Background: an optimization exercise with open tools, aiming at small area and a short achievable clock period. Do not read the settings as production practice.
The RTL was checked by simulation tests, not by an equivalence proof against the original design.

==> inputs of build 29 <==
## Project_VMU
module Project_VMU(pixel, weight, preset, clk, reset, memory);
==> flow/config.mk <==
export PLATFORM = sky130hd
export DESIGN_NAME = Project_VMU
export DESIGN_NICKNAME = Project_VMU
export VERILOG_FILES = /design/flow/design.v
export SDC_FILE = /design/flow/constraint.sdc
export NUM_CORES = 8
export LEC_CHECK = 0
export CAP_MARGIN = 20
export CELL_PAD_IN_SITES_DETAIL_PLACEMENT = 1
export CORE_MARGIN = 2
export CORE_UTILIZATION = 40
export CTS_CLUSTER_DIAMETER = 100
export CTS_CLUSTER_SIZE = 30
export PLACE_DENSITY = 0.5
export SETUP_SLACK_MARGIN = 1.5
export SLEW_MARGIN = 50
export SYNTH_HIERARCHICAL = 1
export SYNTH_MINIMUM_KEEP_SIZE = 0
export TNS_END_PERCENT = 0
==> flow/constraint.sdc <==
create_clock -name core_clock -period 5.5 [get_ports {clk}]
set_input_delay 1.1000 -clock core_clock [delete_from_list [all_inputs] [get_ports {clk}]]
set_output_delay 1.1000 -clock core_clock [all_outputs]
set_load 0.01 [all_outputs]
standard.sh (not shown) runs the stock make flow with config.mk's settings and CLKGATE_MAP_FILE= SYNTH_SCRIPT=/design/flow/synth_recipe.tcl, a recipe that flattens the netlist after the stock synthesis.
==> flow/flow/run.sh <==
#!/bin/bash
# Standard layout (standard synthesis and steps), except that the ports get
# sky130_fd_sc_hd__buf_2 buffers instead of the default delay-cell buffers.
set -euo pipefail
export BUFFER_PORTS_ARGS="-buffer_cell sky130_fd_sc_hd__buf_2"
bash standard.sh finish > flow_make.log 2>&1
==> trial 39 (differences from build 29) <==
--- a/flow/design.v
+++ b/flow/design.v
@@ -25,15 +25,15 @@
 reg z;       
 always @(posedge clk) begin
   pr1 <= preset;
   z <= reset;
 end
-wire same = ~(preset ^ pr1);                 
-wire na = ~(same & ~z & ~reset);             
-wire nb = ~(~same & ~z & ~reset);            
-wire ga = ~same;
-wire gh = same;
+wire same = ~(preset ^ pr1);      
+wire na = ~(same & ~z);           
+wire nb = ~(~same & ~z);          
+wire ga = z | ~same;
+wire gh = z | same;
 vmu_cell c0 (.clk(clk), .px(px2[7:0]), .p3(p3_2[9:0]), .s1(s1_2[3:0]), .s2(s2_2[3:0]), .s3(s3_2[3:0]), .na(na), .nb(nb), .ga(ga), .gh(gh), .mem(memory[15:0]));
 vmu_cell c1 (.clk(clk), .px(px2[15:8]), .p3(p3_2[19:10]), .s1(s1_2[3:0]), .s2(s2_2[3:0]), .s3(s3_2[3:0]), .na(na), .nb(nb), .ga(ga), .gh(gh), .mem(memory[31:16]));
 vmu_cell c2 (.clk(clk), .px(px2[23:16]), .p3(p3_2[29:20]), .s1(s1_2[3:0]), .s2(s2_2[3:0]), .s3(s3_2[3:0]), .na(na), .nb(nb), .ga(ga), .gh(gh), .mem(memory[47:32]));
 vmu_cell c3 (.clk(clk), .px(px2[31:24]), .p3(p3_2[39:30]), .s1(s1_2[3:0]), .s2(s2_2[3:0]), .s3(s3_2[3:0]), .na(na), .nb(nb), .ga(ga), .gh(gh), .mem(memory[63:48]));
 vmu_cell c4 (.clk(clk), .px(px2[39:32]), .p3(p3_2[49:40]), .s1(s1_2[3:0]), .s2(s2_2[3:0]), .s3(s3_2[3:0]), .na(na), .nb(nb), .ga(ga), .gh(gh), .mem(memory[79:64]));
==> flow/config.mk (replaced) <==
export PLATFORM = sky130hd
export DESIGN_NAME = Project_VMU
export DESIGN_NICKNAME = Project_VMU
export VERILOG_FILES = /design/flow/design.v
export SDC_FILE = /design/flow/constraint.sdc
export NUM_CORES = 8
export LEC_CHECK = 0
export CAP_MARGIN = 20
export CORE_MARGIN = 2
export CORE_UTILIZATION = 40
export PLACE_DENSITY = 0.5
export SETUP_SLACK_MARGIN = 1.5
export SLEW_MARGIN = 50
export SYNTH_HIERARCHICAL = 1
export SYNTH_MINIMUM_KEEP_SIZE = 0
export TNS_END_PERCENT = 0
==> flow_metrics.env <==
export IMPL_synth_distinct_cells=52
export IMPL_grt_antenna_before_repair=98
export IMPL_synth_compound_area_frac=0.296
export IMPL_nWellTaps=6174
export IMPL_clk_pin_slew_worst_paths_ns=0.06
export IMPL_outcome="complete, no violations"
export IMPL_seq_share=0.221
export IMPL_r2r_cells=14
export IMPL_rows=250
export IMPL_peakVddDrop_mv=0.370
export IMPL_grt_pass1_vias=160000
export IMPL_met3_usage=0.112
That was trial 39.
==> flow_metrics.env <==
export IMPL_rows=252
export IMPL_r2r_cells=15
export IMPL_seq_share=0.225
export IMPL_clk_pin_slew_worst_paths_ns=0.11
export IMPL_peakVddDrop_mv=0.380
export IMPL_grt_pass1_vias=172000
export IMPL_synth_compound_area_frac=0.290
export IMPL_synth_distinct_cells=56
export IMPL_use_met1=0.453
export IMPL_p_seq_frac=0.190
export IMPL_grt_antenna_before_repair=88
export IMPL_nWellTaps=6223
export IMPL_outcome="complete, no violations"
That was build 29.

port drivers added, routing unchanged:
In the flow no input, the clock included, has a driving cell. The finished layouts below were timed again as built, in two steps.
Step 1: set_driving_cell puts a clkbuf_16 on clk and a buf_2 on each other input, an assumption about the parent block.
Step 2, shift: input delay + t, output delay - t, t = (earliest + latest rising clock arrival at the registers) / 2. This alone moves slack from input paths to output paths.
Three values: ideal, step 1, step 2; two values: the first two.
run	t (ns)	setup WS [ns]	worst setup path at the end	clock arrival spread, ns	worst slew at a driven data input, ns
build 29	1.098	0.717 / 0.684 / 0.717	register to register	0.070 / 0.070	0.14
trial 39	1.115	0.880 / 0.877 / 0.880	register to register	0.080 / 0.079	0.25
After both steps setup and hold are still met in every run listed.
